What follows belongs to an exercise in optimizing a design on an open flow for small area, a short achievable clock period and few clock cycles per item; a production flow would make more cautious choices. No functional check of the RTL was part of any run shown here.

==> flow/design.v (outline; a module is shown in full before it is edited, if it fits) <==
// module sigmoid_unit: 380 lines
// module pfxi_row_h3_r11_11_11: 45 lines
// module pfxi_row_h3_r12_12_12: 51 lines
// module pfxi_row_h3_r13_13_13: 53 lines
// module pfxi_row_h3_r14_14_14: 57 lines
// module pfxi_row_h3_r15_15_15: 61 lines
// module pfxi_row_bk_r15_16_16: 67 lines
// module pfxi_row_h3_r16_16_16: 63 lines
// module pfxi_row_h3_r16_17_16: 67 lines
module sigmoid_unit (
    input  wire               clk,
    input  wire               rst,
    input  wire               in_valid,
    input  wire signed [15:0] net_in,
    output wire               out_valid,
    output wire signed [31:0] f_net,
    output wire signed [31:0] x,
    output wire signed [31:0] y,
    output wire signed [31:0] z
);
  // ...
==> flow/flow/run.sh <==
#!/bin/bash
set -euo pipefail
export BUFFER_PORTS_ARGS="-buffer_cell sky130_fd_sc_hd__buf_1"
# one tie cell drives all constant outputs
export SKIP_REPAIR_TIE_FANOUT=1
# stronger flip-flops where one drives several output buffers
export POST_GLOBAL_PLACE_TCL=$PWD/flow/upsize_out_ff.tcl UPSIZE_FF4_MIN=4 UPSIZE_FF2_MIN=2
bash standard.sh > standard.log 2>&1
==> flow/flow/upsize_out_ff.tcl <==
# Give the flip-flops that drive several output-port buffers (the copies of
# the sign bits, and the z bits that also drive f_net) a stronger drive.
set block [ord::get_db_block]
set n_up 0
foreach inst [$block getInsts] {
  if {[[$inst getMaster] getName] ne "sky130_fd_sc_hd__dfxtp_1"} { continue }
  set q [$inst findITerm Q]
  set net [$q getNet]
  if {$net eq "NULL"} { continue }
  set nout 0
  foreach it [$net getITerms] {
    if {[string match "output*" [[$it getInst] getName]]} { incr nout }
  }
  if {$nout >= $::env(UPSIZE_FF4_MIN)} {
    replace_cell [$inst getName] sky130_fd_sc_hd__dfxtp_4
    incr n_up
  } elseif {$nout >= $::env(UPSIZE_FF2_MIN)} {
    replace_cell [$inst getName] sky130_fd_sc_hd__dfxtp_2
    incr n_up
  }
}
puts "upsize_out_ff: resized $n_up flip-flops"
==> flow/standard.sh <==
#!/bin/bash
# synth_recipe.tcl (not shown) runs the flow's synth.tcl, then flattens the netlist and writes it again
# the make line also repeats each setting of config.mk as NAME=value (left out here)
make -C /OpenROAD-flow-scripts/flow DESIGN_CONFIG=/design/flow/config.mk WORK_HOME=/design/flow/orfs CLKGATE_MAP_FILE= SYNTH_SCRIPT=/design/flow/synth_recipe.tcl "${@:-finish}"
==> flow/config.mk <==
export PLATFORM = sky130hd
export DESIGN_NAME = sigmoid_unit
export DESIGN_NICKNAME = sigmoid_unit
export VERILOG_FILES = /design/flow/design.v
export SDC_FILE = /design/flow/constraint.sdc
export NUM_CORES = 4
export LEC_CHECK = 0
export ABC_AREA = 1
export CAP_MARGIN = 20
export CORE_MARGIN = 2
export CORE_UTILIZATION = 40
export SLEW_MARGIN = 20
==> flow/constraint.sdc <==
create_clock -name core_clock -period 62.0 [get_ports {clk}]
set_input_delay 12.4000 -clock core_clock [delete_from_list [all_inputs] [get_ports {clk}]]
set_output_delay 12.4000 -clock core_clock [all_outputs]
set_load 0.01 [all_outputs]
==> impl_metrics.toml, run 1 <==
[timing]
tightest_slew_ns = 0.883
finalWorstSetupSlack_ns = 46.09
maxSlewHeadroom_pct = 41.0

[synth]
synthSimpleGateAreaFrac_pct = 20.7
synth_common_cells = "nand2_1, inv_1, ha_1"
async_reset_ff_share_pct = 0
synthXorXnorAreaFrac_pct = 8.13
syn_area_per_cell_um2 = 7.72
yosysSeqAreaShare_pct = 18.7
synthMuxAreaShare_pct = 0.0908
yosys_warnings = 1

[final_layout]
syn2layout_area_growth_pct = 3.59
top_register = "xr"
buffer_area_share_pct = 3.52
nClkBuffers = 10

[floorplanning]
dieWidth_um = 170
die-area_mm2 = 0.0289
ios = 148

[clocking]
cts_max_path_buffers = 2
cts_buffers = 9
post_cts_buffers = 0

[status]
outcome = "timing/DRC/antenna clean"

[placed_design]
place_area_mm2 = 0.0111

[global_route]
gr-total-overflow = 0

[drt]
highest_layer = "met4"

[setup_path]
reg2reg_slack_ns = 46.09

[flow_run]
max_cap_viol_count = 0
==> inputs of run 2 (changes only) <==
--- a/flow/design.v
+++ b/flow/design.v
@@ -15,37 +15,37 @@
     net_q <= net_in;
     v0    <= in_valid & ~rst;
 end
 wire        s0 = net_q[15];
 wire [15:0] d0 = ((net_q ^ {16{s0}}) + {15'd0, s0} + 16'd1000);
 wire [10:0] tk9 = ~11'd1953;    
 wire [10:0] df9;
 wire        ge9;
-pfxi_row_h3_r11_11_11 row9 (.t(tk9), .d(d0[10:0]), .hz(~|d0[15:11]), .ge(ge9), .r(df9));
+pfxi_row_bk_r11_11_11 row9 (.t(tk9), .d(d0[10:0]), .hz(~|d0[15:11]), .ge(ge9), .r(df9));
 wire [10:0] tr9 = df9;
 wire [11:0] tk8 = {tr9, 1'b1};
 wire [11:0] df8;
 wire        ge8;
-pfxi_row_h3_r12_12_12 row8 (.t(tk8), .d(d0[11:0]), .hz(~|d0[15:12]), .ge(ge8), .r(df8));
+pfxi_row_bk_r12_12_12 row8 (.t(tk8), .d(d0[11:0]), .hz(~|d0[15:12]), .ge(ge8), .r(df8));
 wire [11:0] tr8 = df8;
 wire [12:0] tk7 = {tr8, 1'b1};
 wire [12:0] df7;
 wire        ge7;
-pfxi_row_h3_r13_13_13 row7 (.t(tk7), .d(d0[12:0]), .hz(~|d0[15:13]), .ge(ge7), .r(df7));
+pfxi_row_bk_r13_13_13 row7 (.t(tk7), .d(d0[12:0]), .hz(~|d0[15:13]), .ge(ge7), .r(df7));
 wire [12:0] tr7 = df7;
 wire [13:0] tk6 = {tr7, 1'b1};
 wire [13:0] df6;
 wire        ge6;
-pfxi_row_h3_r14_14_14 row6 (.t(tk6), .d(d0[13:0]), .hz(~|d0[15:14]), .ge(ge6), .r(df6));
+pfxi_row_bk_r14_14_14 row6 (.t(tk6), .d(d0[13:0]), .hz(~|d0[15:14]), .ge(ge6), .r(df6));
 wire [13:0] tr6 = df6;
 wire [14:0] tk5 = {tr6, 1'b0};
 wire [14:0] df5;
 wire        ge5;
-pfxi_row_h3_r15_15_15 row5 (.t(tk5), .d(d0[14:0]), .hz(~|d0[15:15]), .ge(ge5), .r(df5));
+pfxi_row_bk_r15_15_15 row5 (.t(tk5), .d(d0[14:0]), .hz(~|d0[15:15]), .ge(ge5), .r(df5));
 wire [14:0] tr5 = df5;
 reg [15:0] d1;
 reg        s1;
 reg        v1;
 reg [14:0] t1;
 reg        q9_1;
 reg        q8_1;
 reg        q7_1;
@@ -75,35 +75,248 @@
 wire [15:0] tk2 = {tr3, 1'b0};
 wire [14:0] df2;
 wire        ge2;
 pfxi_row_bk_r15_16_16 row2 (.t(tk2), .d(d1[15:0]), .hz(1'b1), .ge(ge2), .r(df2));
 wire [14:0] tr2 = df2;
 wire [15:0] tk1 = {tr2, 1'b0};
 wire [15:0] df1;
 wire        ge1;
-pfxi_row_h3_r16_16_16 row1 (.t(tk1), .d(d1[15:0]), .hz(1'b1), .ge(ge1), .r(df1));
+pfxi_row_bk_r16_16_16 row1 (.t(tk1), .d(d1[15:0]), .hz(1'b1), .ge(ge1), .r(df1));
 wire [15:0] tr1 = df1;
 wire [16:0] tk0 = {tr1, 1'b0};
 wire [15:0] df0;
 wire        ge0;
-pfxi_row_h3_r16_17_16 row0 (.t(tk0), .d(d1[15:0]), .hz(1'b1), .ge(ge0), .r(df0));
+pfxi_row_bk_r16_17_16 row0 (.t(tk0), .d(d1[15:0]), .hz(1'b1), .ge(ge0), .r(df0));
 wire [8:0]  qh = {q9_1, q8_1, q7_1, q6_1, q5_1, ge4, ge3, ge2, ge1};
 wire        q0 = ge0;
-wire [6:0]  qa   = {q9_1, q8_1, q7_1, q6_1, q5_1, ge4, ge3};
-wire [2:0]  ql   = {ge2, ge1, ge0};
-wire [6:0]  a124 = 7'd124 - qa;
-wire [7:0]  n124 = {1'b0, qa} - 8'd124;
-wire [7:0]  n125 = {1'b0, qa} - 8'd125;
-wire [7:0]  a249 = 8'd249 - {1'b0, qa};
-wire [6:0]  qa1  = qa + 7'd1;
-wire [2:0]  ql1  = ql + 3'd1;
-wire        c7   = &ql;
-wire [9:0]  yv   = s1 ? (c7 ? {n124[6:0], 3'b000} : {n125[6:0], ql1}) : {a124, ~ql};
-wire [9:0]  zv   = s1 ? (c7 ? {1'b0, qa1, 2'b00} : {1'b0, qa, ql1[2:1]}) : {a249, ~ql[2:1]};
+wire [8:0] v;
+wire [9:0] v_p, v_g;
+assign v_g[0] = 1'b0; assign v_p[0] = 1'b0;
+assign v_p[1] = (~qh[0]) ^ (1'b0); assign v_g[1] = (~qh[0]) & (1'b0);
+assign v_p[2] = (~qh[1]) ^ (1'b0); assign v_g[2] = (~qh[1]) & (1'b0);
+assign v_p[3] = (~qh[2]) ^ (1'b1); assign v_g[3] = (~qh[2]) & (1'b1);
+assign v_p[4] = (~qh[3]) ^ (1'b0); assign v_g[4] = (~qh[3]) & (1'b0);
+assign v_p[5] = (~qh[4]) ^ (1'b1); assign v_g[5] = (~qh[4]) & (1'b1);
+assign v_p[6] = (~qh[5]) ^ (1'b1); assign v_g[6] = (~qh[5]) & (1'b1);
+assign v_p[7] = (~qh[6]) ^ (1'b1); assign v_g[7] = (~qh[6]) & (1'b1);
+assign v_p[8] = (~qh[7]) ^ (1'b1); assign v_g[8] = (~qh[7]) & (1'b1);
+assign v_p[9] = (~qh[8]) ^ (1'b1); assign v_g[9] = (~qh[8]) & (1'b1);
+wire v_g0_1 = v_g[1] | (v_p[1] & v_g[0]);
+wire v_p0_1 = v_p[1] & v_p[0];
+wire v_g0_3 = v_g[3] | (v_p[3] & v_g[2]);
+wire v_p0_3 = v_p[3] & v_p[2];
+wire v_g0_5 = v_g[5] | (v_p[5] & v_g[4]);
+wire v_p0_5 = v_p[5] & v_p[4];
+wire v_g0_7 = v_g[7] | (v_p[7] & v_g[6]);
+wire v_p0_7 = v_p[7] & v_p[6];
+wire v_g0_9 = v_g[9] | (v_p[9] & v_g[8]);
+wire v_p0_9 = v_p[9] & v_p[8];
+wire v_g1_2 = v_g[2] | (v_p[2] & v_g0_1);
+wire v_p1_2 = v_p[2] & v_p0_1;
+wire v_g1_3 = v_g0_3 | (v_p0_3 & v_g0_1);
+wire v_p1_3 = v_p0_3 & v_p0_1;
+wire v_g1_6 = v_g[6] | (v_p[6] & v_g0_5);
+wire v_p1_6 = v_p[6] & v_p0_5;
+wire v_g1_7 = v_g0_7 | (v_p0_7 & v_g0_5);
+wire v_p1_7 = v_p0_7 & v_p0_5;
+wire v_g2_4 = v_g[4] | (v_p[4] & v_g1_3);
+wire v_p2_4 = v_p[4] & v_p1_3;
+wire v_g2_5 = v_g0_5 | (v_p0_5 & v_g1_3);
+wire v_p2_5 = v_p0_5 & v_p1_3;
+wire v_g2_6 = v_g1_6 | (v_p1_6 & v_g1_3);
+wire v_p2_6 = v_p1_6 & v_p1_3;
+wire v_g2_7 = v_g1_7 | (v_p1_7 & v_g1_3);
+wire v_p2_7 = v_p1_7 & v_p1_3;
+wire v_g3_8 = v_g[8] | (v_p[8] & v_g2_7);
+wire v_p3_8 = v_p[8] & v_p2_7;
+wire v_g3_9 = v_g0_9 | (v_p0_9 & v_g2_7);
+wire v_p3_9 = v_p0_9 & v_p2_7;
+assign v[0] = v_p[1] ^ v_g[0];
+assign v[1] = v_p[2] ^ v_g0_1;
+assign v[2] = v_p[3] ^ v_g1_2;
+assign v[3] = v_p[4] ^ v_g1_3;
+assign v[4] = v_p[5] ^ v_g2_4;
+assign v[5] = v_p[6] ^ v_g2_5;
+assign v[6] = v_p[7] ^ v_g2_6;
+assign v[7] = v_p[8] ^ v_g2_7;
+assign v[8] = v_p[9] ^ v_g3_8;
+wire [9:0] nv;
+wire [10:0] nv_p, nv_g;
+assign nv_g[0] = 1'b0; assign nv_p[0] = 1'b0;
+assign nv_p[1] = (qh[0]) ^ (1'b1); assign nv_g[1] = (qh[0]) & (1'b1);
+assign nv_p[2] = (qh[1]) ^ (1'b0); assign nv_g[2] = (qh[1]) & (1'b0);
+assign nv_p[3] = (qh[2]) ^ (1'b1); assign nv_g[3] = (qh[2]) & (1'b1);
+assign nv_p[4] = (qh[3]) ^ (1'b1); assign nv_g[4] = (qh[3]) & (1'b1);
+assign nv_p[5] = (qh[4]) ^ (1'b0); assign nv_g[5] = (qh[4]) & (1'b0);
+assign nv_p[6] = (qh[5]) ^ (1'b0); assign nv_g[6] = (qh[5]) & (1'b0);
+assign nv_p[7] = (qh[6]) ^ (1'b0); assign nv_g[7] = (qh[6]) & (1'b0);
+assign nv_p[8] = (qh[7]) ^ (1'b0); assign nv_g[8] = (qh[7]) & (1'b0);
+assign nv_p[9] = (qh[8]) ^ (1'b0); assign nv_g[9] = (qh[8]) & (1'b0);
+assign nv_p[10] = (1'b0) ^ (1'b1); assign nv_g[10] = (1'b0) & (1'b1);
+wire nv_g0_1 = nv_g[1] | (nv_p[1] & nv_g[0]);
+wire nv_p0_1 = nv_p[1] & nv_p[0];
+wire nv_g0_3 = nv_g[3] | (nv_p[3] & nv_g[2]);
+wire nv_p0_3 = nv_p[3] & nv_p[2];
+wire nv_g0_5 = nv_g[5] | (nv_p[5] & nv_g[4]);
+wire nv_p0_5 = nv_p[5] & nv_p[4];
+wire nv_g0_7 = nv_g[7] | (nv_p[7] & nv_g[6]);
+wire nv_p0_7 = nv_p[7] & nv_p[6];
+wire nv_g0_9 = nv_g[9] | (nv_p[9] & nv_g[8]);
+wire nv_p0_9 = nv_p[9] & nv_p[8];
+wire nv_g1_2 = nv_g[2] | (nv_p[2] & nv_g0_1);
+wire nv_p1_2 = nv_p[2] & nv_p0_1;
+wire nv_g1_3 = nv_g0_3 | (nv_p0_3 & nv_g0_1);
+wire nv_p1_3 = nv_p0_3 & nv_p0_1;
+wire nv_g1_6 = nv_g[6] | (nv_p[6] & nv_g0_5);
+wire nv_p1_6 = nv_p[6] & nv_p0_5;
+wire nv_g1_7 = nv_g0_7 | (nv_p0_7 & nv_g0_5);
+wire nv_p1_7 = nv_p0_7 & nv_p0_5;
+wire nv_g1_10 = nv_g[10] | (nv_p[10] & nv_g0_9);
+wire nv_p1_10 = nv_p[10] & nv_p0_9;
+wire nv_g2_4 = nv_g[4] | (nv_p[4] & nv_g1_3);
+wire nv_p2_4 = nv_p[4] & nv_p1_3;
+wire nv_g2_5 = nv_g0_5 | (nv_p0_5 & nv_g1_3);
+wire nv_p2_5 = nv_p0_5 & nv_p1_3;
+wire nv_g2_6 = nv_g1_6 | (nv_p1_6 & nv_g1_3);
+wire nv_p2_6 = nv_p1_6 & nv_p1_3;
+wire nv_g2_7 = nv_g1_7 | (nv_p1_7 & nv_g1_3);
+wire nv_p2_7 = nv_p1_7 & nv_p1_3;
+wire nv_g3_8 = nv_g[8] | (nv_p[8] & nv_g2_7);
+wire nv_p3_8 = nv_p[8] & nv_p2_7;
+wire nv_g3_9 = nv_g0_9 | (nv_p0_9 & nv_g2_7);
+wire nv_p3_9 = nv_p0_9 & nv_p2_7;
+wire nv_g3_10 = nv_g1_10 | (nv_p1_10 & nv_g2_7);
+wire nv_p3_10 = nv_p1_10 & nv_p2_7;
+assign nv[0] = nv_p[1] ^ nv_g[0];
+assign nv[1] = nv_p[2] ^ nv_g0_1;
+assign nv[2] = nv_p[3] ^ nv_g1_2;
+assign nv[3] = nv_p[4] ^ nv_g1_3;
+assign nv[4] = nv_p[5] ^ nv_g2_4;
+assign nv[5] = nv_p[6] ^ nv_g2_5;
+assign nv[6] = nv_p[7] ^ nv_g2_6;
+assign nv[7] = nv_p[8] ^ nv_g2_7;
+assign nv[8] = nv_p[9] ^ nv_g3_8;
+assign nv[9] = nv_p[10] ^ nv_g3_9;
+wire [9:0] zp;
+wire [10:0] zp_p, zp_g;
+assign zp_g[0] = 1'b0; assign zp_p[0] = 1'b0;
+assign zp_p[1] = (~qh[0]) ^ (1'b0); assign zp_g[1] = (~qh[0]) & (1'b0);
+assign zp_p[2] = (~qh[1]) ^ (1'b0); assign zp_g[2] = (~qh[1]) & (1'b0);
+assign zp_p[3] = (~qh[2]) ^ (1'b0); assign zp_g[3] = (~qh[2]) & (1'b0);
+assign zp_p[4] = (~qh[3]) ^ (1'b1); assign zp_g[4] = (~qh[3]) & (1'b1);
+assign zp_p[5] = (~qh[4]) ^ (1'b0); assign zp_g[5] = (~qh[4]) & (1'b0);
+assign zp_p[6] = (~qh[5]) ^ (1'b1); assign zp_g[6] = (~qh[5]) & (1'b1);
+assign zp_p[7] = (~qh[6]) ^ (1'b1); assign zp_g[7] = (~qh[6]) & (1'b1);
+assign zp_p[8] = (~qh[7]) ^ (1'b1); assign zp_g[8] = (~qh[7]) & (1'b1);
+assign zp_p[9] = (~qh[8]) ^ (1'b1); assign zp_g[9] = (~qh[8]) & (1'b1);
+assign zp_p[10] = (1'b1) ^ (1'b1); assign zp_g[10] = (1'b1) & (1'b1);
+wire zp_g0_1 = zp_g[1] | (zp_p[1] & zp_g[0]);
+wire zp_p0_1 = zp_p[1] & zp_p[0];
+wire zp_g0_3 = zp_g[3] | (zp_p[3] & zp_g[2]);
+wire zp_p0_3 = zp_p[3] & zp_p[2];
+wire zp_g0_5 = zp_g[5] | (zp_p[5] & zp_g[4]);
+wire zp_p0_5 = zp_p[5] & zp_p[4];
+wire zp_g0_7 = zp_g[7] | (zp_p[7] & zp_g[6]);
+wire zp_p0_7 = zp_p[7] & zp_p[6];
+wire zp_g0_9 = zp_g[9] | (zp_p[9] & zp_g[8]);
+wire zp_p0_9 = zp_p[9] & zp_p[8];
+wire zp_g1_2 = zp_g[2] | (zp_p[2] & zp_g0_1);
+wire zp_p1_2 = zp_p[2] & zp_p0_1;
+wire zp_g1_3 = zp_g0_3 | (zp_p0_3 & zp_g0_1);
+wire zp_p1_3 = zp_p0_3 & zp_p0_1;
+wire zp_g1_6 = zp_g[6] | (zp_p[6] & zp_g0_5);
+wire zp_p1_6 = zp_p[6] & zp_p0_5;
+wire zp_g1_7 = zp_g0_7 | (zp_p0_7 & zp_g0_5);
+wire zp_p1_7 = zp_p0_7 & zp_p0_5;
+wire zp_g1_10 = zp_g[10] | (zp_p[10] & zp_g0_9);
+wire zp_p1_10 = zp_p[10] & zp_p0_9;
+wire zp_g2_4 = zp_g[4] | (zp_p[4] & zp_g1_3);
+wire zp_p2_4 = zp_p[4] & zp_p1_3;
+wire zp_g2_5 = zp_g0_5 | (zp_p0_5 & zp_g1_3);
+wire zp_p2_5 = zp_p0_5 & zp_p1_3;
+wire zp_g2_6 = zp_g1_6 | (zp_p1_6 & zp_g1_3);
+wire zp_p2_6 = zp_p1_6 & zp_p1_3;
+wire zp_g2_7 = zp_g1_7 | (zp_p1_7 & zp_g1_3);
+wire zp_p2_7 = zp_p1_7 & zp_p1_3;
+wire zp_g3_8 = zp_g[8] | (zp_p[8] & zp_g2_7);
+wire zp_p3_8 = zp_p[8] & zp_p2_7;
+wire zp_g3_9 = zp_g0_9 | (zp_p0_9 & zp_g2_7);
+wire zp_p3_9 = zp_p0_9 & zp_p2_7;
+wire zp_g3_10 = zp_g1_10 | (zp_p1_10 & zp_g2_7);
+wire zp_p3_10 = zp_p1_10 & zp_p2_7;
+assign zp[0] = zp_p[1] ^ zp_g[0];
+assign zp[1] = zp_p[2] ^ zp_g0_1;
+assign zp[2] = zp_p[3] ^ zp_g1_2;
+assign zp[3] = zp_p[4] ^ zp_g1_3;
+assign zp[4] = zp_p[5] ^ zp_g2_4;
+assign zp[5] = zp_p[6] ^ zp_g2_5;
+assign zp[6] = zp_p[7] ^ zp_g2_6;
+assign zp[7] = zp_p[8] ^ zp_g2_7;
+assign zp[8] = zp_p[9] ^ zp_g3_8;
+assign zp[9] = zp_p[10] ^ zp_g3_9;
+wire [9:0] qh1;
+wire [10:0] qh1_p, qh1_g;
+assign qh1_g[0] = 1'b1; assign qh1_p[0] = 1'b0;
+assign qh1_p[1] = (qh[0]) ^ (1'b0); assign qh1_g[1] = (qh[0]) & (1'b0);
+assign qh1_p[2] = (qh[1]) ^ (1'b0); assign qh1_g[2] = (qh[1]) & (1'b0);
+assign qh1_p[3] = (qh[2]) ^ (1'b0); assign qh1_g[3] = (qh[2]) & (1'b0);
+assign qh1_p[4] = (qh[3]) ^ (1'b0); assign qh1_g[4] = (qh[3]) & (1'b0);
+assign qh1_p[5] = (qh[4]) ^ (1'b0); assign qh1_g[5] = (qh[4]) & (1'b0);
+assign qh1_p[6] = (qh[5]) ^ (1'b0); assign qh1_g[6] = (qh[5]) & (1'b0);
+assign qh1_p[7] = (qh[6]) ^ (1'b0); assign qh1_g[7] = (qh[6]) & (1'b0);
+assign qh1_p[8] = (qh[7]) ^ (1'b0); assign qh1_g[8] = (qh[7]) & (1'b0);
+assign qh1_p[9] = (qh[8]) ^ (1'b0); assign qh1_g[9] = (qh[8]) & (1'b0);
+assign qh1_p[10] = (1'b0) ^ (1'b0); assign qh1_g[10] = (1'b0) & (1'b0);
+wire qh1_g0_1 = qh1_g[1] | (qh1_p[1] & qh1_g[0]);
+wire qh1_p0_1 = qh1_p[1] & qh1_p[0];
+wire qh1_g0_3 = qh1_g[3] | (qh1_p[3] & qh1_g[2]);
+wire qh1_p0_3 = qh1_p[3] & qh1_p[2];
+wire qh1_g0_5 = qh1_g[5] | (qh1_p[5] & qh1_g[4]);
+wire qh1_p0_5 = qh1_p[5] & qh1_p[4];
+wire qh1_g0_7 = qh1_g[7] | (qh1_p[7] & qh1_g[6]);
+wire qh1_p0_7 = qh1_p[7] & qh1_p[6];
+wire qh1_g0_9 = qh1_g[9] | (qh1_p[9] & qh1_g[8]);
+wire qh1_p0_9 = qh1_p[9] & qh1_p[8];
+wire qh1_g1_2 = qh1_g[2] | (qh1_p[2] & qh1_g0_1);
+wire qh1_p1_2 = qh1_p[2] & qh1_p0_1;
+wire qh1_g1_3 = qh1_g0_3 | (qh1_p0_3 & qh1_g0_1);
+wire qh1_p1_3 = qh1_p0_3 & qh1_p0_1;
+wire qh1_g1_6 = qh1_g[6] | (qh1_p[6] & qh1_g0_5);
+wire qh1_p1_6 = qh1_p[6] & qh1_p0_5;
+wire qh1_g1_7 = qh1_g0_7 | (qh1_p0_7 & qh1_g0_5);
+wire qh1_p1_7 = qh1_p0_7 & qh1_p0_5;
+wire qh1_g1_10 = qh1_g[10] | (qh1_p[10] & qh1_g0_9);
+wire qh1_p1_10 = qh1_p[10] & qh1_p0_9;
+wire qh1_g2_4 = qh1_g[4] | (qh1_p[4] & qh1_g1_3);
+wire qh1_p2_4 = qh1_p[4] & qh1_p1_3;
+wire qh1_g2_5 = qh1_g0_5 | (qh1_p0_5 & qh1_g1_3);
+wire qh1_p2_5 = qh1_p0_5 & qh1_p1_3;
+wire qh1_g2_6 = qh1_g1_6 | (qh1_p1_6 & qh1_g1_3);
+wire qh1_p2_6 = qh1_p1_6 & qh1_p1_3;
+wire qh1_g2_7 = qh1_g1_7 | (qh1_p1_7 & qh1_g1_3);
+wire qh1_p2_7 = qh1_p1_7 & qh1_p1_3;
+wire qh1_g3_8 = qh1_g[8] | (qh1_p[8] & qh1_g2_7);
+wire qh1_p3_8 = qh1_p[8] & qh1_p2_7;
+wire qh1_g3_9 = qh1_g0_9 | (qh1_p0_9 & qh1_g2_7);
+wire qh1_p3_9 = qh1_p0_9 & qh1_p2_7;
+wire qh1_g3_10 = qh1_g1_10 | (qh1_p1_10 & qh1_g2_7);
+wire qh1_p3_10 = qh1_p1_10 & qh1_p2_7;
+assign qh1[0] = qh1_p[1] ^ qh1_g[0];
+assign qh1[1] = qh1_p[2] ^ qh1_g0_1;
+assign qh1[2] = qh1_p[3] ^ qh1_g1_2;
+assign qh1[3] = qh1_p[4] ^ qh1_g1_3;
+assign qh1[4] = qh1_p[5] ^ qh1_g2_4;
+assign qh1[5] = qh1_p[6] ^ qh1_g2_5;
+assign qh1[6] = qh1_p[7] ^ qh1_g2_6;
+assign qh1[7] = qh1_p[8] ^ qh1_g2_7;
+assign qh1[8] = qh1_p[9] ^ qh1_g3_8;
+assign qh1[9] = qh1_p[10] ^ qh1_g3_9;
+wire [9:0]  yv  = s1 ? (q0 ? {nv[8:0], 1'b0} : {~v, 1'b1}) : {v, ~q0};
+wire [9:0]  zv  = s1 ? (q0 ? qh1 : {1'b0, qh}) : zp;
 wire        yneg0 = s1 & (d1 >= 16'd1002);
 wire        yneg1 = s1 & (d1 != 16'd1001);
 wire        yneg2 = s1 & ((|d1[15:10]) | (d1[9:0] >= 10'd1002));
 wire        yneg3 = s1 & (d1[15:1] != 15'd500);
 wire [15:0] nn;
 wire [16:0] nn_p, nn_g;
 assign nn_g[0] = 1'b0; assign nn_p[0] = 1'b0;
 assign nn_p[1] = (d1[0] ^ s1) ^ (s1); assign nn_g[1] = (d1[0] ^ s1) & (s1);
@@ -373,280 +586,278 @@
     zr <= zv;
 end
 assign out_valid = vo;
 assign x     = {xs[0], xs[0], xs[0], xs[1], xs[1], xs[2], xs[2], xr, 3'b000};
 assign y     = {ys[0], ys[0], ys[0], ys[0], ys[0], ys[0], ys[1], ys[1], ys[1], ys[1], ys[1], ys[2], ys[2], ys[2], ys[2], ys[2], ys[2], ys[3], ys[3], ys[3], ys[3], ys[3], yr};
 assign z     = {21'd0, zr, yr[0]};
 assign f_net = {22'd0, zr};
 endmodule
-module pfxi_row_h3_r11_11_11 (
+module pfxi_row_bk_r11_11_11 (
     input  wire [10:0] t,
     input  wire [10:0] d,
     input  wire        hz,
     output wire        ge,
     output wire [10:0] r
 );
 wire [10:0] dd = d;
 wire [10:0] p = t ^ dd;    
 wire [10:0] g = t & dd;    
 wire g0_1 = g[1] | (p[1] & g[0]);
 wire p0_1 = p[1] & p[0];
-wire g0_4 = g[4] | (p[4] & g[3]);
-wire p0_4 = p[4] & p[3];
+wire g0_3 = g[3] | (p[3] & g[2]);
+wire p0_3 = p[3] & p[2];
+wire g0_5 = g[5] | (p[5] & g[4]);
+wire p0_5 = p[5] & p[4];
 wire g0_7 = g[7] | (p[7] & g[6]);
 wire p0_7 = p[7] & p[6];
-wire g0_10 = g[10] | (p[10] & g[9]);
-wire p0_10 = p[10] & p[9];
-wire g1_2 = g[2] | (p[2] & g0_1);
-wire p1_2 = p[2] & p0_1;
-wire g1_5 = g[5] | (p[5] & g0_4);
-wire p1_5 = p[5] & p0_4;
-wire g1_8 = g[8] | (p[8] & g0_7);
-wire p1_8 = p[8] & p0_7;
-wire g2_5 = g1_5 | (p1_5 & g1_2);
-wire p2_5 = p1_5 & p1_2;
-wire g3_8 = g1_8 | (p1_8 & g2_5);
-wire p3_8 = p1_8 & p2_5;
-wire g4_3 = g[3] | (p[3] & g1_2);
-wire p4_3 = p[3] & p1_2;
-wire g4_4 = g0_4 | (p0_4 & g1_2);
-wire p4_4 = p0_4 & p1_2;
-wire g4_6 = g[6] | (p[6] & g2_5);
-wire p4_6 = p[6] & p2_5;
-wire g4_7 = g0_7 | (p0_7 & g2_5);
-wire p4_7 = p0_7 & p2_5;
-wire g4_9 = g[9] | (p[9] & g3_8);
-wire p4_9 = p[9] & p3_8;
-wire g4_10 = g0_10 | (p0_10 & g3_8);
-wire p4_10 = p0_10 & p3_8;
-wire [10:0] bi = {g4_9, g3_8, g4_7, g4_6, g2_5, g4_4, g4_3, g1_2, g0_1, g[0], 1'b0};
+wire g0_9 = g[9] | (p[9] & g[8]);
+wire p0_9 = p[9] & p[8];
+wire g1_3 = g0_3 | (p0_3 & g0_1);
+wire p1_3 = p0_3 & p0_1;
+wire g1_7 = g0_7 | (p0_7 & g0_5);
+wire p1_7 = p0_7 & p0_5;
+wire g2_7 = g1_7 | (p1_7 & g1_3);
+wire p2_7 = p1_7 & p1_3;
+wire g3_5 = g0_5 | (p0_5 & g1_3);
+wire p3_5 = p0_5 & p1_3;
+wire g3_9 = g0_9 | (p0_9 & g2_7);
+wire p3_9 = p0_9 & p2_7;
+wire g4_2 = g[2] | (p[2] & g0_1);
+wire p4_2 = p[2] & p0_1;
+wire g4_4 = g[4] | (p[4] & g1_3);
+wire p4_4 = p[4] & p1_3;
+wire g4_6 = g[6] | (p[6] & g3_5);
+wire p4_6 = p[6] & p3_5;
+wire g4_8 = g[8] | (p[8] & g2_7);
+wire p4_8 = p[8] & p2_7;
+wire g4_10 = g[10] | (p[10] & g3_9);
+wire p4_10 = p[10] & p3_9;
+wire [10:0] bi = {g3_9, g4_8, g2_7, g4_6, g3_5, g4_4, g1_3, g4_2, g0_1, g[0], 1'b0};
 assign ge = hz & ~g4_10;
 wire [10:0] dn = p ^ bi;    
 assign r  = ge ? dn[10:0] : t[10:0];
 endmodule
-module pfxi_row_h3_r12_12_12 (
+module pfxi_row_bk_r12_12_12 (
     input  wire [11:0] t,
     input  wire [11:0] d,
     input  wire        hz,
     output wire        ge,
     output wire [11:0] r
 );
 wire [11:0] dd = d;
 wire [11:0] p = t ^ dd;    
 wire [11:0] g = t & dd;    
 wire g0_1 = g[1] | (p[1] & g[0]);
 wire p0_1 = p[1] & p[0];
-wire g0_4 = g[4] | (p[4] & g[3]);
-wire p0_4 = p[4] & p[3];
+wire g0_3 = g[3] | (p[3] & g[2]);
+wire p0_3 = p[3] & p[2];
+wire g0_5 = g[5] | (p[5] & g[4]);
+wire p0_5 = p[5] & p[4];
 wire g0_7 = g[7] | (p[7] & g[6]);
 wire p0_7 = p[7] & p[6];
-wire g0_10 = g[10] | (p[10] & g[9]);
-wire p0_10 = p[10] & p[9];
-wire g1_2 = g[2] | (p[2] & g0_1);
-wire p1_2 = p[2] & p0_1;
-wire g1_5 = g[5] | (p[5] & g0_4);
-wire p1_5 = p[5] & p0_4;
-wire g1_8 = g[8] | (p[8] & g0_7);
-wire p1_8 = p[8] & p0_7;
-wire g1_11 = g[11] | (p[11] & g0_10);
-wire p1_11 = p[11] & p0_10;
-wire g2_5 = g1_5 | (p1_5 & g1_2);
-wire p2_5 = p1_5 & p1_2;
-wire g2_11 = g1_11 | (p1_11 & g1_8);
-wire p2_11 = p1_11 & p1_8;
-wire g3_8 = g1_8 | (p1_8 & g2_5);
-wire p3_8 = p1_8 & p2_5;
-wire g3_11 = g2_11 | (p2_11 & g2_5);
-wire p3_11 = p2_11 & p2_5;
-wire g4_3 = g[3] | (p[3] & g1_2);
-wire p4_3 = p[3] & p1_2;
-wire g4_4 = g0_4 | (p0_4 & g1_2);
-wire p4_4 = p0_4 & p1_2;
-wire g4_6 = g[6] | (p[6] & g2_5);
-wire p4_6 = p[6] & p2_5;
-wire g4_7 = g0_7 | (p0_7 & g2_5);
-wire p4_7 = p0_7 & p2_5;
-wire g4_9 = g[9] | (p[9] & g3_8);
-wire p4_9 = p[9] & p3_8;
-wire g4_10 = g0_10 | (p0_10 & g3_8);
-wire p4_10 = p0_10 & p3_8;
-wire [11:0] bi = {g4_10, g4_9, g3_8, g4_7, g4_6, g2_5, g4_4, g4_3, g1_2, g0_1, g[0], 1'b0};
+wire g0_9 = g[9] | (p[9] & g[8]);
+wire p0_9 = p[9] & p[8];
+wire g0_11 = g[11] | (p[11] & g[10]);
+wire p0_11 = p[11] & p[10];
+wire g1_3 = g0_3 | (p0_3 & g0_1);
+wire p1_3 = p0_3 & p0_1;
+wire g1_7 = g0_7 | (p0_7 & g0_5);
+wire p1_7 = p0_7 & p0_5;
+wire g1_11 = g0_11 | (p0_11 & g0_9);
+wire p1_11 = p0_11 & p0_9;
+wire g2_7 = g1_7 | (p1_7 & g1_3);
+wire p2_7 = p1_7 & p1_3;
+wire g3_11 = g1_11 | (p1_11 & g2_7);
+wire p3_11 = p1_11 & p2_7;
+wire g4_5 = g0_5 | (p0_5 & g1_3);
+wire p4_5 = p0_5 & p1_3;
+wire g4_9 = g0_9 | (p0_9 & g2_7);
+wire p4_9 = p0_9 & p2_7;
+wire g5_2 = g[2] | (p[2] & g0_1);
+wire p5_2 = p[2] & p0_1;
+wire g5_4 = g[4] | (p[4] & g1_3);
+wire p5_4 = p[4] & p1_3;
+wire g5_6 = g[6] | (p[6] & g4_5);
+wire p5_6 = p[6] & p4_5;
+wire g5_8 = g[8] | (p[8] & g2_7);
+wire p5_8 = p[8] & p2_7;
+wire g5_10 = g[10] | (p[10] & g4_9);
+wire p5_10 = p[10] & p4_9;
+wire [11:0] bi = {g5_10, g4_9, g5_8, g2_7, g5_6, g4_5, g5_4, g1_3, g5_2, g0_1, g[0], 1'b0};
 assign ge = hz & ~g3_11;
 wire [11:0] dn = p ^ bi;    
 assign r  = ge ? dn[11:0] : t[11:0];
 endmodule
-module pfxi_row_h3_r13_13_13 (
+module pfxi_row_bk_r13_13_13 (
     input  wire [12:0] t,
     input  wire [12:0] d,
     input  wire        hz,
     output wire        ge,
     output wire [12:0] r
 );
 wire [12:0] dd = d;
 wire [12:0] p = t ^ dd;    
 wire [12:0] g = t & dd;    
 wire g0_1 = g[1] | (p[1] & g[0]);
 wire p0_1 = p[1] & p[0];
-wire g0_4 = g[4] | (p[4] & g[3]);
-wire p0_4 = p[4] & p[3];
+wire g0_3 = g[3] | (p[3] & g[2]);
+wire p0_3 = p[3] & p[2];
+wire g0_5 = g[5] | (p[5] & g[4]);
+wire p0_5 = p[5] & p[4];
 wire g0_7 = g[7] | (p[7] & g[6]);
 wire p0_7 = p[7] & p[6];
-wire g0_10 = g[10] | (p[10] & g[9]);
-wire p0_10 = p[10] & p[9];
-wire g1_2 = g[2] | (p[2] & g0_1);
-wire p1_2 = p[2] & p0_1;
-wire g1_5 = g[5] | (p[5] & g0_4);
-wire p1_5 = p[5] & p0_4;
-wire g1_8 = g[8] | (p[8] & g0_7);
-wire p1_8 = p[8] & p0_7;
-wire g1_11 = g[11] | (p[11] & g0_10);
-wire p1_11 = p[11] & p0_10;
-wire g2_5 = g1_5 | (p1_5 & g1_2);
-wire p2_5 = p1_5 & p1_2;
-wire g2_11 = g1_11 | (p1_11 & g1_8);
-wire p2_11 = p1_11 & p1_8;
-wire g3_8 = g1_8 | (p1_8 & g2_5);
-wire p3_8 = p1_8 & p2_5;
-wire g3_11 = g2_11 | (p2_11 & g2_5);
-wire p3_11 = p2_11 & p2_5;
-wire g4_3 = g[3] | (p[3] & g1_2);
-wire p4_3 = p[3] & p1_2;
-wire g4_4 = g0_4 | (p0_4 & g1_2);
-wire p4_4 = p0_4 & p1_2;
-wire g4_6 = g[6] | (p[6] & g2_5);
-wire p4_6 = p[6] & p2_5;
-wire g4_7 = g0_7 | (p0_7 & g2_5);
-wire p4_7 = p0_7 & p2_5;
-wire g4_9 = g[9] | (p[9] & g3_8);
-wire p4_9 = p[9] & p3_8;
-wire g4_10 = g0_10 | (p0_10 & g3_8);
-wire p4_10 = p0_10 & p3_8;
-wire g4_12 = g[12] | (p[12] & g3_11);
-wire p4_12 = p[12] & p3_11;
-wire [12:0] bi = {g3_11, g4_10, g4_9, g3_8, g4_7, g4_6, g2_5, g4_4, g4_3, g1_2, g0_1, g[0], 1'b0};
-assign ge = hz & ~g4_12;
+wire g0_9 = g[9] | (p[9] & g[8]);
+wire p0_9 = p[9] & p[8];
+wire g0_11 = g[11] | (p[11] & g[10]);
+wire p0_11 = p[11] & p[10];
+wire g1_3 = g0_3 | (p0_3 & g0_1);
+wire p1_3 = p0_3 & p0_1;
+wire g1_7 = g0_7 | (p0_7 & g0_5);
+wire p1_7 = p0_7 & p0_5;
+wire g1_11 = g0_11 | (p0_11 & g0_9);
+wire p1_11 = p0_11 & p0_9;
+wire g2_7 = g1_7 | (p1_7 & g1_3);
+wire p2_7 = p1_7 & p1_3;
+wire g3_11 = g1_11 | (p1_11 & g2_7);
+wire p3_11 = p1_11 & p2_7;
+wire g4_5 = g0_5 | (p0_5 & g1_3);
+wire p4_5 = p0_5 & p1_3;
+wire g4_9 = g0_9 | (p0_9 & g2_7);
+wire p4_9 = p0_9 & p2_7;
+wire g5_2 = g[2] | (p[2] & g0_1);
+wire p5_2 = p[2] & p0_1;
+wire g5_4 = g[4] | (p[4] & g1_3);
+wire p5_4 = p[4] & p1_3;
+wire g5_6 = g[6] | (p[6] & g4_5);
+wire p5_6 = p[6] & p4_5;
+wire g5_8 = g[8] | (p[8] & g2_7);
+wire p5_8 = p[8] & p2_7;
+wire g5_10 = g[10] | (p[10] & g4_9);
+wire p5_10 = p[10] & p4_9;
+wire g5_12 = g[12] | (p[12] & g3_11);
+wire p5_12 = p[12] & p3_11;
+wire [12:0] bi = {g3_11, g5_10, g4_9, g5_8, g2_7, g5_6, g4_5, g5_4, g1_3, g5_2, g0_1, g[0], 1'b0};
+assign ge = hz & ~g5_12;
 wire [12:0] dn = p ^ bi;    
 assign r  = ge ? dn[12:0] : t[12:0];
 endmodule
-module pfxi_row_h3_r14_14_14 (
+module pfxi_row_bk_r14_14_14 (
     input  wire [13:0] t,
     input  wire [13:0] d,
     input  wire        hz,
     output wire        ge,
     output wire [13:0] r
 );
 wire [13:0] dd = d;
 wire [13:0] p = t ^ dd;    
 wire [13:0] g = t & dd;    
 wire g0_1 = g[1] | (p[1] & g[0]);
 wire p0_1 = p[1] & p[0];
-wire g0_4 = g[4] | (p[4] & g[3]);
-wire p0_4 = p[4] & p[3];
+wire g0_3 = g[3] | (p[3] & g[2]);
+wire p0_3 = p[3] & p[2];
+wire g0_5 = g[5] | (p[5] & g[4]);
+wire p0_5 = p[5] & p[4];
 wire g0_7 = g[7] | (p[7] & g[6]);
 wire p0_7 = p[7] & p[6];
-wire g0_10 = g[10] | (p[10] & g[9]);
-wire p0_10 = p[10] & p[9];
+wire g0_9 = g[9] | (p[9] & g[8]);
+wire p0_9 = p[9] & p[8];
+wire g0_11 = g[11] | (p[11] & g[10]);
+wire p0_11 = p[11] & p[10];
 wire g0_13 = g[13] | (p[13] & g[12]);
 wire p0_13 = p[13] & p[12];
-wire g1_2 = g[2] | (p[2] & g0_1);
-wire p1_2 = p[2] & p0_1;
-wire g1_5 = g[5] | (p[5] & g0_4);
-wire p1_5 = p[5] & p0_4;
-wire g1_8 = g[8] | (p[8] & g0_7);
-wire p1_8 = p[8] & p0_7;
-wire g1_11 = g[11] | (p[11] & g0_10);
-wire p1_11 = p[11] & p0_10;
-wire g2_5 = g1_5 | (p1_5 & g1_2);
-wire p2_5 = p1_5 & p1_2;
-wire g2_11 = g1_11 | (p1_11 & g1_8);
-wire p2_11 = p1_11 & p1_8;
-wire g3_8 = g1_8 | (p1_8 & g2_5);
-wire p3_8 = p1_8 & p2_5;
-wire g3_11 = g2_11 | (p2_11 & g2_5);
-wire p3_11 = p2_11 & p2_5;
-wire g4_3 = g[3] | (p[3] & g1_2);
-wire p4_3 = p[3] & p1_2;
-wire g4_4 = g0_4 | (p0_4 & g1_2);
-wire p4_4 = p0_4 & p1_2;
-wire g4_6 = g[6] | (p[6] & g2_5);
-wire p4_6 = p[6] & p2_5;
-wire g4_7 = g0_7 | (p0_7 & g2_5);
-wire p4_7 = p0_7 & p2_5;
-wire g4_9 = g[9] | (p[9] & g3_8);
-wire p4_9 = p[9] & p3_8;
-wire g4_10 = g0_10 | (p0_10 & g3_8);
-wire p4_10 = p0_10 & p3_8;
-wire g4_12 = g[12] | (p[12] & g3_11);
-wire p4_12 = p[12] & p3_11;
+wire g1_3 = g0_3 | (p0_3 & g0_1);
+wire p1_3 = p0_3 & p0_1;
+wire g1_7 = g0_7 | (p0_7 & g0_5);
+wire p1_7 = p0_7 & p0_5;
+wire g1_11 = g0_11 | (p0_11 & g0_9);
+wire p1_11 = p0_11 & p0_9;
+wire g2_7 = g1_7 | (p1_7 & g1_3);
+wire p2_7 = p1_7 & p1_3;
+wire g3_11 = g1_11 | (p1_11 & g2_7);
+wire p3_11 = p1_11 & p2_7;
+wire g4_5 = g0_5 | (p0_5 & g1_3);
+wire p4_5 = p0_5 & p1_3;
+wire g4_9 = g0_9 | (p0_9 & g2_7);
+wire p4_9 = p0_9 & p2_7;
 wire g4_13 = g0_13 | (p0_13 & g3_11);
 wire p4_13 = p0_13 & p3_11;
-wire [13:0] bi = {g4_12, g3_11, g4_10, g4_9, g3_8, g4_7, g4_6, g2_5, g4_4, g4_3, g1_2, g0_1, g[0], 1'b0};
+wire g5_2 = g[2] | (p[2] & g0_1);
+wire p5_2 = p[2] & p0_1;
+wire g5_4 = g[4] | (p[4] & g1_3);
+wire p5_4 = p[4] & p1_3;
+wire g5_6 = g[6] | (p[6] & g4_5);
+wire p5_6 = p[6] & p4_5;
+wire g5_8 = g[8] | (p[8] & g2_7);
+wire p5_8 = p[8] & p2_7;
+wire g5_10 = g[10] | (p[10] & g4_9);
+wire p5_10 = p[10] & p4_9;
+wire g5_12 = g[12] | (p[12] & g3_11);
+wire p5_12 = p[12] & p3_11;
+wire [13:0] bi = {g5_12, g3_11, g5_10, g4_9, g5_8, g2_7, g5_6, g4_5, g5_4, g1_3, g5_2, g0_1, g[0], 1'b0};
 assign ge = hz & ~g4_13;
 wire [13:0] dn = p ^ bi;    
 assign r  = ge ? dn[13:0] : t[13:0];
 endmodule
-module pfxi_row_h3_r15_15_15 (
+module pfxi_row_bk_r15_15_15 (
     input  wire [14:0] t,
     input  wire [14:0] d,
     input  wire        hz,
     output wire        ge,
     output wire [14:0] r
 );
 wire [14:0] dd = d;
 wire [14:0] p = t ^ dd;    
 wire [14:0] g = t & dd;    
 wire g0_1 = g[1] | (p[1] & g[0]);
 wire p0_1 = p[1] & p[0];
-wire g0_4 = g[4] | (p[4] & g[3]);
-wire p0_4 = p[4] & p[3];
+wire g0_3 = g[3] | (p[3] & g[2]);
+wire p0_3 = p[3] & p[2];
+wire g0_5 = g[5] | (p[5] & g[4]);
+wire p0_5 = p[5] & p[4];
 wire g0_7 = g[7] | (p[7] & g[6]);
 wire p0_7 = p[7] & p[6];
-wire g0_10 = g[10] | (p[10] & g[9]);
-wire p0_10 = p[10] & p[9];
+wire g0_9 = g[9] | (p[9] & g[8]);
+wire p0_9 = p[9] & p[8];
+wire g0_11 = g[11] | (p[11] & g[10]);
+wire p0_11 = p[11] & p[10];
 wire g0_13 = g[13] | (p[13] & g[12]);
 wire p0_13 = p[13] & p[12];
-wire g1_2 = g[2] | (p[2] & g0_1);
-wire p1_2 = p[2] & p0_1;
-wire g1_5 = g[5] | (p[5] & g0_4);
-wire p1_5 = p[5] & p0_4;
-wire g1_8 = g[8] | (p[8] & g0_7);
-wire p1_8 = p[8] & p0_7;
-wire g1_11 = g[11] | (p[11] & g0_10);
-wire p1_11 = p[11] & p0_10;
-wire g1_14 = g[14] | (p[14] & g0_13);
-wire p1_14 = p[14] & p0_13;
-wire g2_5 = g1_5 | (p1_5 & g1_2);
-wire p2_5 = p1_5 & p1_2;
-wire g2_11 = g1_11 | (p1_11 & g1_8);
-wire p2_11 = p1_11 & p1_8;
-wire g3_8 = g1_8 | (p1_8 & g2_5);
-wire p3_8 = p1_8 & p2_5;
-wire g3_11 = g2_11 | (p2_11 & g2_5);
-wire p3_11 = p2_11 & p2_5;
-wire g4_14 = g1_14 | (p1_14 & g3_11);
-wire p4_14 = p1_14 & p3_11;
-wire g5_3 = g[3] | (p[3] & g1_2);
-wire p5_3 = p[3] & p1_2;
-wire g5_4 = g0_4 | (p0_4 & g1_2);
-wire p5_4 = p0_4 & p1_2;
-wire g5_6 = g[6] | (p[6] & g2_5);
-wire p5_6 = p[6] & p2_5;
-wire g5_7 = g0_7 | (p0_7 & g2_5);
-wire p5_7 = p0_7 & p2_5;
-wire g5_9 = g[9] | (p[9] & g3_8);
-wire p5_9 = p[9] & p3_8;
-wire g5_10 = g0_10 | (p0_10 & g3_8);
-wire p5_10 = p0_10 & p3_8;
+wire g1_3 = g0_3 | (p0_3 & g0_1);
+wire p1_3 = p0_3 & p0_1;
+wire g1_7 = g0_7 | (p0_7 & g0_5);
+wire p1_7 = p0_7 & p0_5;
+wire g1_11 = g0_11 | (p0_11 & g0_9);
+wire p1_11 = p0_11 & p0_9;
+wire g2_7 = g1_7 | (p1_7 & g1_3);
+wire p2_7 = p1_7 & p1_3;
+wire g3_11 = g1_11 | (p1_11 & g2_7);
+wire p3_11 = p1_11 & p2_7;
+wire g4_5 = g0_5 | (p0_5 & g1_3);
+wire p4_5 = p0_5 & p1_3;
+wire g4_9 = g0_9 | (p0_9 & g2_7);
+wire p4_9 = p0_9 & p2_7;
+wire g4_13 = g0_13 | (p0_13 & g3_11);
+wire p4_13 = p0_13 & p3_11;
+wire g5_2 = g[2] | (p[2] & g0_1);
+wire p5_2 = p[2] & p0_1;
+wire g5_4 = g[4] | (p[4] & g1_3);
+wire p5_4 = p[4] & p1_3;
+wire g5_6 = g[6] | (p[6] & g4_5);
+wire p5_6 = p[6] & p4_5;
+wire g5_8 = g[8] | (p[8] & g2_7);
+wire p5_8 = p[8] & p2_7;
+wire g5_10 = g[10] | (p[10] & g4_9);
+wire p5_10 = p[10] & p4_9;
 wire g5_12 = g[12] | (p[12] & g3_11);
 wire p5_12 = p[12] & p3_11;
-wire g5_13 = g0_13 | (p0_13 & g3_11);
-wire p5_13 = p0_13 & p3_11;
-wire [14:0] bi = {g5_13, g5_12, g3_11, g5_10, g5_9, g3_8, g5_7, g5_6, g2_5, g5_4, g5_3, g1_2, g0_1, g[0], 1'b0};
-assign ge = hz & ~g4_14;
+wire g5_14 = g[14] | (p[14] & g4_13);
+wire p5_14 = p[14] & p4_13;
+wire [14:0] bi = {g4_13, g5_12, g3_11, g5_10, g4_9, g5_8, g2_7, g5_6, g4_5, g5_4, g1_3, g5_2, g0_1, g[0], 1'b0};
+assign ge = hz & ~g5_14;
 wire [14:0] dn = p ^ bi;    
 assign r  = ge ? dn[14:0] : t[14:0];
 endmodule
 module pfxi_row_bk_r15_16_16 (
     input  wire [15:0] t,
     input  wire [15:0] d,
     input  wire        hz,
     output wire        ge,
@@ -707,138 +918,144 @@
 wire p6_12 = p[12] & p4_11;
 wire g6_14 = g[14] | (p[14] & g5_13);
 wire p6_14 = p[14] & p5_13;
 wire [15:0] bi = {g6_14, g5_13, g6_12, g4_11, g6_10, g5_9, g6_8, g2_7, g6_6, g5_5, g6_4, g1_3, g6_2, g0_1, g[0], 1'b0};
 assign ge = hz & ~g3_15;
 wire [15:0] dn = p ^ bi;    
 assign r  = ge ? dn[14:0] : t[14:0];
 endmodule
-module pfxi_row_h3_r16_16_16 (
+module pfxi_row_bk_r16_16_16 (
     input  wire [15:0] t,
     input  wire [15:0] d,
     input  wire        hz,
     output wire        ge,
     output wire [15:0] r
 );
 wire [15:0] dd = d;
 wire [15:0] p = t ^ dd;    
 wire [15:0] g = t & dd;    
 wire g0_1 = g[1] | (p[1] & g[0]);
 wire p0_1 = p[1] & p[0];
-wire g0_4 = g[4] | (p[4] & g[3]);
-wire p0_4 = p[4] & p[3];
+wire g0_3 = g[3] | (p[3] & g[2]);
+wire p0_3 = p[3] & p[2];
+wire g0_5 = g[5] | (p[5] & g[4]);
+wire p0_5 = p[5] & p[4];
 wire g0_7 = g[7] | (p[7] & g[6]);
 wire p0_7 = p[7] & p[6];
-wire g0_10 = g[10] | (p[10] & g[9]);
-wire p0_10 = p[10] & p[9];
+wire g0_9 = g[9] | (p[9] & g[8]);
+wire p0_9 = p[9] & p[8];
+wire g0_11 = g[11] | (p[11] & g[10]);
+wire p0_11 = p[11] & p[10];
 wire g0_13 = g[13] | (p[13] & g[12]);
 wire p0_13 = p[13] & p[12];
-wire g1_2 = g[2] | (p[2] & g0_1);
-wire p1_2 = p[2] & p0_1;
-wire g1_5 = g[5] | (p[5] & g0_4);
-wire p1_5 = p[5] & p0_4;
-wire g1_8 = g[8] | (p[8] & g0_7);
-wire p1_8 = p[8] & p0_7;
-wire g1_11 = g[11] | (p[11] & g0_10);
-wire p1_11 = p[11] & p0_10;
-wire g1_14 = g[14] | (p[14] & g0_13);
-wire p1_14 = p[14] & p0_13;
-wire g2_5 = g1_5 | (p1_5 & g1_2);
-wire p2_5 = p1_5 & p1_2;
-wire g2_11 = g1_11 | (p1_11 & g1_8);
-wire p2_11 = p1_11 & p1_8;
-wire g3_8 = g1_8 | (p1_8 & g2_5);
-wire p3_8 = p1_8 & p2_5;
-wire g3_11 = g2_11 | (p2_11 & g2_5);
-wire p3_11 = p2_11 & p2_5;
-wire g4_14 = g1_14 | (p1_14 & g3_11);
-wire p4_14 = p1_14 & p3_11;
-wire g5_3 = g[3] | (p[3] & g1_2);
-wire p5_3 = p[3] & p1_2;
-wire g5_4 = g0_4 | (p0_4 & g1_2);
-wire p5_4 = p0_4 & p1_2;
-wire g5_6 = g[6] | (p[6] & g2_5);
-wire p5_6 = p[6] & p2_5;
-wire g5_7 = g0_7 | (p0_7 & g2_5);
-wire p5_7 = p0_7 & p2_5;
-wire g5_9 = g[9] | (p[9] & g3_8);
-wire p5_9 = p[9] & p3_8;
-wire g5_10 = g0_10 | (p0_10 & g3_8);
-wire p5_10 = p0_10 & p3_8;
-wire g5_12 = g[12] | (p[12] & g3_11);
-wire p5_12 = p[12] & p3_11;
-wire g5_13 = g0_13 | (p0_13 & g3_11);
-wire p5_13 = p0_13 & p3_11;
-wire g5_15 = g[15] | (p[15] & g4_14);
-wire p5_15 = p[15] & p4_14;
-wire [15:0] bi = {g4_14, g5_13, g5_12, g3_11, g5_10, g5_9, g3_8, g5_7, g5_6, g2_5, g5_4, g5_3, g1_2, g0_1, g[0], 1'b0};
-assign ge = hz & ~g5_15;
+wire g0_15 = g[15] | (p[15] & g[14]);
+wire p0_15 = p[15] & p[14];
+wire g1_3 = g0_3 | (p0_3 & g0_1);
+wire p1_3 = p0_3 & p0_1;
+wire g1_7 = g0_7 | (p0_7 & g0_5);
+wire p1_7 = p0_7 & p0_5;
+wire g1_11 = g0_11 | (p0_11 & g0_9);
+wire p1_11 = p0_11 & p0_9;
+wire g1_15 = g0_15 | (p0_15 & g0_13);
+wire p1_15 = p0_15 & p0_13;
+wire g2_7 = g1_7 | (p1_7 & g1_3);
+wire p2_7 = p1_7 & p1_3;
+wire g2_15 = g1_15 | (p1_15 & g1_11);
+wire p2_15 = p1_15 & p1_11;
+wire g3_15 = g2_15 | (p2_15 & g2_7);
+wire p3_15 = p2_15 & p2_7;
+wire g4_11 = g1_11 | (p1_11 & g2_7);
+wire p4_11 = p1_11 & p2_7;
+wire g5_5 = g0_5 | (p0_5 & g1_3);
+wire p5_5 = p0_5 & p1_3;
+wire g5_9 = g0_9 | (p0_9 & g2_7);
+wire p5_9 = p0_9 & p2_7;
+wire g5_13 = g0_13 | (p0_13 & g4_11);
+wire p5_13 = p0_13 & p4_11;
+wire g6_2 = g[2] | (p[2] & g0_1);
+wire p6_2 = p[2] & p0_1;
+wire g6_4 = g[4] | (p[4] & g1_3);
+wire p6_4 = p[4] & p1_3;
+wire g6_6 = g[6] | (p[6] & g5_5);
+wire p6_6 = p[6] & p5_5;
+wire g6_8 = g[8] | (p[8] & g2_7);
+wire p6_8 = p[8] & p2_7;
+wire g6_10 = g[10] | (p[10] & g5_9);
+wire p6_10 = p[10] & p5_9;
+wire g6_12 = g[12] | (p[12] & g4_11);
+wire p6_12 = p[12] & p4_11;
+wire g6_14 = g[14] | (p[14] & g5_13);
+wire p6_14 = p[14] & p5_13;
+wire [15:0] bi = {g6_14, g5_13, g6_12, g4_11, g6_10, g5_9, g6_8, g2_7, g6_6, g5_5, g6_4, g1_3, g6_2, g0_1, g[0], 1'b0};
+assign ge = hz & ~g3_15;
 wire [15:0] dn = p ^ bi;    
 assign r  = ge ? dn[15:0] : t[15:0];
 endmodule
-module pfxi_row_h3_r16_17_16 (
+module pfxi_row_bk_r16_17_16 (
     input  wire [16:0] t,
     input  wire [15:0] d,
     input  wire        hz,
     output wire        ge,
     output wire [15:0] r
 );
 wire [16:0] dd = {1'd0, d};
 wire [16:0] p = t ^ dd;    
 wire [16:0] g = t & dd;    
 wire g0_1 = g[1] | (p[1] & g[0]);
 wire p0_1 = p[1] & p[0];
-wire g0_4 = g[4] | (p[4] & g[3]);
-wire p0_4 = p[4] & p[3];
+wire g0_3 = g[3] | (p[3] & g[2]);
+wire p0_3 = p[3] & p[2];
+wire g0_5 = g[5] | (p[5] & g[4]);
+wire p0_5 = p[5] & p[4];
 wire g0_7 = g[7] | (p[7] & g[6]);
 wire p0_7 = p[7] & p[6];
-wire g0_10 = g[10] | (p[10] & g[9]);
-wire p0_10 = p[10] & p[9];
+wire g0_9 = g[9] | (p[9] & g[8]);
+wire p0_9 = p[9] & p[8];
+wire g0_11 = g[11] | (p[11] & g[10]);
+wire p0_11 = p[11] & p[10];
 wire g0_13 = g[13] | (p[13] & g[12]);
 wire p0_13 = p[13] & p[12];
-wire g0_16 = g[16] | (p[16] & g[15]);
-wire p0_16 = p[16] & p[15];
-wire g1_2 = g[2] | (p[2] & g0_1);
-wire p1_2 = p[2] & p0_1;
-wire g1_5 = g[5] | (p[5] & g0_4);
-wire p1_5 = p[5] & p0_4;
-wire g1_8 = g[8] | (p[8] & g0_7);
-wire p1_8 = p[8] & p0_7;
-wire g1_11 = g[11] | (p[11] & g0_10);
-wire p1_11 = p[11] & p0_10;
-wire g1_14 = g[14] | (p[14] & g0_13);
-wire p1_14 = p[14] & p0_13;
-wire g2_5 = g1_5 | (p1_5 & g1_2);
-wire p2_5 = p1_5 & p1_2;
-wire g2_11 = g1_11 | (p1_11 & g1_8);
-wire p2_11 = p1_11 & p1_8;
-wire g3_8 = g1_8 | (p1_8 & g2_5);
-wire p3_8 = p1_8 & p2_5;
-wire g3_11 = g2_11 | (p2_11 & g2_5);
-wire p3_11 = p2_11 & p2_5;
-wire g4_14 = g1_14 | (p1_14 & g3_11);
-wire p4_14 = p1_14 & p3_11;
-wire g5_3 = g[3] | (p[3] & g1_2);
-wire p5_3 = p[3] & p1_2;
-wire g5_4 = g0_4 | (p0_4 & g1_2);
-wire p5_4 = p0_4 & p1_2;
-wire g5_6 = g[6] | (p[6] & g2_5);
-wire p5_6 = p[6] & p2_5;
-wire g5_7 = g0_7 | (p0_7 & g2_5);
-wire p5_7 = p0_7 & p2_5;
-wire g5_9 = g[9] | (p[9] & g3_8);
-wire p5_9 = p[9] & p3_8;
-wire g5_10 = g0_10 | (p0_10 & g3_8);
-wire p5_10 = p0_10 & p3_8;
-wire g5_12 = g[12] | (p[12] & g3_11);
-wire p5_12 = p[12] & p3_11;
-wire g5_13 = g0_13 | (p0_13 & g3_11);
-wire p5_13 = p0_13 & p3_11;
-wire g5_15 = g[15] | (p[15] & g4_14);
-wire p5_15 = p[15] & p4_14;
-wire g5_16 = g0_16 | (p0_16 & g4_14);
-wire p5_16 = p0_16 & p4_14;
-wire [16:0] bi = {g5_15, g4_14, g5_13, g5_12, g3_11, g5_10, g5_9, g3_8, g5_7, g5_6, g2_5, g5_4, g5_3, g1_2, g0_1, g[0], 1'b0};
-assign ge = hz & ~g5_16;
+wire g0_15 = g[15] | (p[15] & g[14]);
+wire p0_15 = p[15] & p[14];
+wire g1_3 = g0_3 | (p0_3 & g0_1);
+wire p1_3 = p0_3 & p0_1;
+wire g1_7 = g0_7 | (p0_7 & g0_5);
+wire p1_7 = p0_7 & p0_5;
+wire g1_11 = g0_11 | (p0_11 & g0_9);
+wire p1_11 = p0_11 & p0_9;
+wire g1_15 = g0_15 | (p0_15 & g0_13);
+wire p1_15 = p0_15 & p0_13;
+wire g2_7 = g1_7 | (p1_7 & g1_3);
+wire p2_7 = p1_7 & p1_3;
+wire g2_15 = g1_15 | (p1_15 & g1_11);
+wire p2_15 = p1_15 & p1_11;
+wire g3_15 = g2_15 | (p2_15 & g2_7);
+wire p3_15 = p2_15 & p2_7;
+wire g4_11 = g1_11 | (p1_11 & g2_7);
+wire p4_11 = p1_11 & p2_7;
+wire g5_5 = g0_5 | (p0_5 & g1_3);
+wire p5_5 = p0_5 & p1_3;
+wire g5_9 = g0_9 | (p0_9 & g2_7);
+wire p5_9 = p0_9 & p2_7;
+wire g5_13 = g0_13 | (p0_13 & g4_11);
+wire p5_13 = p0_13 & p4_11;
+wire g6_2 = g[2] | (p[2] & g0_1);
+wire p6_2 = p[2] & p0_1;
+wire g6_4 = g[4] | (p[4] & g1_3);
+wire p6_4 = p[4] & p1_3;
+wire g6_6 = g[6] | (p[6] & g5_5);
+wire p6_6 = p[6] & p5_5;
+wire g6_8 = g[8] | (p[8] & g2_7);
+wire p6_8 = p[8] & p2_7;
+wire g6_10 = g[10] | (p[10] & g5_9);
+wire p6_10 = p[10] & p5_9;
+wire g6_12 = g[12] | (p[12] & g4_11);
+wire p6_12 = p[12] & p4_11;
+wire g6_14 = g[14] | (p[14] & g5_13);
+wire p6_14 = p[14] & p5_13;
+wire g6_16 = g[16] | (p[16] & g3_15);
+wire p6_16 = p[16] & p3_15;
+wire [16:0] bi = {g3_15, g6_14, g5_13, g6_12, g4_11, g6_10, g5_9, g6_8, g2_7, g6_6, g5_5, g6_4, g1_3, g6_2, g0_1, g[0], 1'b0};
+assign ge = hz & ~g6_16;
 wire [16:0] dn = p ^ bi;    
 assign r  = ge ? dn[15:0] : t[15:0];
 endmodule
==> run 2 against run 1 <==
Compared with the run above:
- first-iteration DRC count down 5.9%
- cell count up 3.1%
- cell area up 4.0%
- routed wire length up 4.5%
- non-clock buffer count up 4
- synthesized cell count up 1.1%
- area after synthesis up 3.7%
- global-route usage about the same
==> impl_metrics.toml, run 2 <==
[status]
outcome = "timing/DRC/antenna clean"

[clocking]
cts_resized = 0
cts_buffers = 9
cts_max_path_buffers = 2
insertion_delay_ns = 0.37
cts_hold_buf = 0
clkTransAtPathRegs_ns = 0.08
cts_tree = "done"
post_cts_buffers = 0

[floorplanning]
dieWidth_um = 173
rows = 61
ios = 148
die-area_mm2 = 0.0299

[setup_path]
reg2reg_slack_ns = 49.14
crit_path_start_kind = "flip-flop"
cp_cell_sequence = "buf_1"
endpoint_kind = "primary output"
slowest_delay_ns = 0.37
rr_startpoint = "net_q[15]"
critPathBufInv = 1
cp_data_required_time_ns = 49.60
critical_path_class = "reg -> out"
crit_path_top_delay_cell = "dfxtp_4"
critPathArrivalTime_ns = 0.89

[timing]
clock.fmax_ghz = 0.0752
period_needed_ns = 13.29
tightest_slew_ns = 0.785
maxSlewHeadroom_pct = 47.5
tns_ns = 0

[synth]
syn_area_per_cell_um2 = 7.92
synth_edf_count = 0
synth_top_family_by_area = "adder cells"
synthTopCellsByArea = "dfxtp_1, ha_1, fa_1, nand2_1, buf_4"
synth_area_mm2 = 0.0114
synthSimpleGateAreaFrac_pct = 20.4
yosysSeqAreaShare_pct = 18.0
async_reset_ff_share_pct = 0
synth_cell_types = 59
synth_flop_cell = "dfxtp_1"
synthAdderAreaFrac_pct = 30.1
synthXorXnorAreaFrac_pct = 6.96
synth_common_cells = "nand2_1, inv_1, ha_1"
yosysMostFrequentCell = "nand2_1"
yosys_warnings = 1
synthesis.instances = 1443
synthMuxAreaShare_pct = 0.197

[drt]
detail-route-antenna-nets = 0
drc_errors = 0
drt-initial-drc-count = 413

[flow_run]
max_cap_viol_count = 0

[placed_design]
portBuffers = 101

[final_layout]
layout_common_cells = "nand2_1, inv_1, ha_1"
top_register = "xr"
n_antenna_cell = 0
fin_cells = 1835
largest_reg_flops = 22
syn2layout_area_growth_pct = 3.84
final_common_cell = "nand2_1"

[global_route]
grt_max_degree = 47
grt_pass1_vias = 8887
antenna_found_initial = 0
gr-total-overflow = 0

[min_path]
holdPathEnd = "vo"
min_path_type = "reg -> reg"
hold_start = "v1"
-- run 2: cell types whose count changed in the layout (fill, tap and decap cells not counted), moves of 11 or more --
cell	before	now
a21oi_1	43	57
ha_1	133	144
inv_1	188	153
inv_2	3	14
nand2_2	16	27
o21ai_0	99	62
o21ai_1	1	23
o21ai_2	7	23
-- run 2: worst reg2reg max path: cells and delay by family, from the launching register on --
family / cells / cell delay (ns)
adders and majority gates: 9 / 2.89
AOI/OAI and AO/OA: 14 / 3.12
and+or+nand+nor: 30 / 3.66
DFF: 1 / 0.33
xor gates and xnor gates: 1 / 0.64
buffers and inverters: 7 / 2.06
-- run 2: cell type report --
cell class                 count  area (um^2)
fill                        2848        16100
clock inverter                 6         57.6
tap                          378          473
timing repair buffer         108          432
clock buffer                  10          229
multi-input combinational   1056         7910
sequential                   103         2100
inverter                     174          668
-- run 2: worst max path at each step --
stage                          from  endpoint  slack, ns  cells past startpoint
after CTS                     ys[2]     y[16]      48.69                      1
final                         ys[0]     y[29]      48.71                      1
after floorplan               ys[2]     y[16]      49.03                      1
after global placement        ys[2]     y[20]      49.05                      1
after global routing      net_q[15]     t1[4]      47.63                     62
after detailed placement      ys[0]     y[31]      49.10                      1
-- run 2: logic make-up (layout without fill, tap and decap cells) --
| logic type | after synthesis | count (layout) |
|---|---|---|
| adder cells (fa/ha/maj) | 226 | 226 |
| AO/OA/AOI/OAI | 219 | 219 |
| buffers and inverters | 284 | 298 |
| XOR/XNOR | 87 | 87 |
| other | 1 | 1 |
| AND/OR/NAND/NOR | 522 | 522 |
| flip-flops | 103 | 103 |
| multiplexers | 1 | 1 |
-- run 2: per-stage QoR --
| stage | hold slack (ns) | cell area, um^2 | setup slack, ns |
|---|---|---|---|
| after global placement | 0.392 | 11500 | 49.05 |
| after global routing | 0.412 | 11900 | 47.63 |
| final | 0.399 | 11900 | 48.71 |
| after floorplan | 0.367 | 11400 | 49.03 |
| after detailed placement | 0.393 | 11600 | 49.10 |
| after CTS | 0.400 | 11900 | 48.69 |
-- run 2: metal layers --
layer,wire length [um],up-vias,global-route usage [%]
met5,0,-,0
met4,610,0,5.47
met3,777,30,2.09
met2,12700,161,32.6
met1,11000,4120,21.4
li1,-,4600,-

## static timing again, ports no longer ideal
The results above use ideal ports. As a check the final layouts listed here were re-extracted and re-timed, cells and wires unchanged.
Step 1, drivers: a clkbuf_16 drives clk and a buf_2 each remaining input, both assumed.
Step 2 also shifts input and output timing later by t, the mid clock arrival at the registers, as if the neighbouring blocks saw the same clock.
a / b / c = no drivers / after step 1 / after step 2; a / b = the first two.
| run | shift t [ns] | setup slack, ns | clock arrival spread, ns | worst register clock-pin slew, ns | pins driven straight from the clock port |
|---|---|---|---|---|---|
| run 1 | 0.396 | 46.089 / 46.089 / 46.089 | 0.014 / 0.014 | 0.08 / 0.08 | 1 |
| run 2 | 0.403 | 48.709 / 48.665 / 49.068 | 0.019 / 0.020 | 0.08 / 0.08 | 1 |
After both steps every run listed still meets setup and hold.
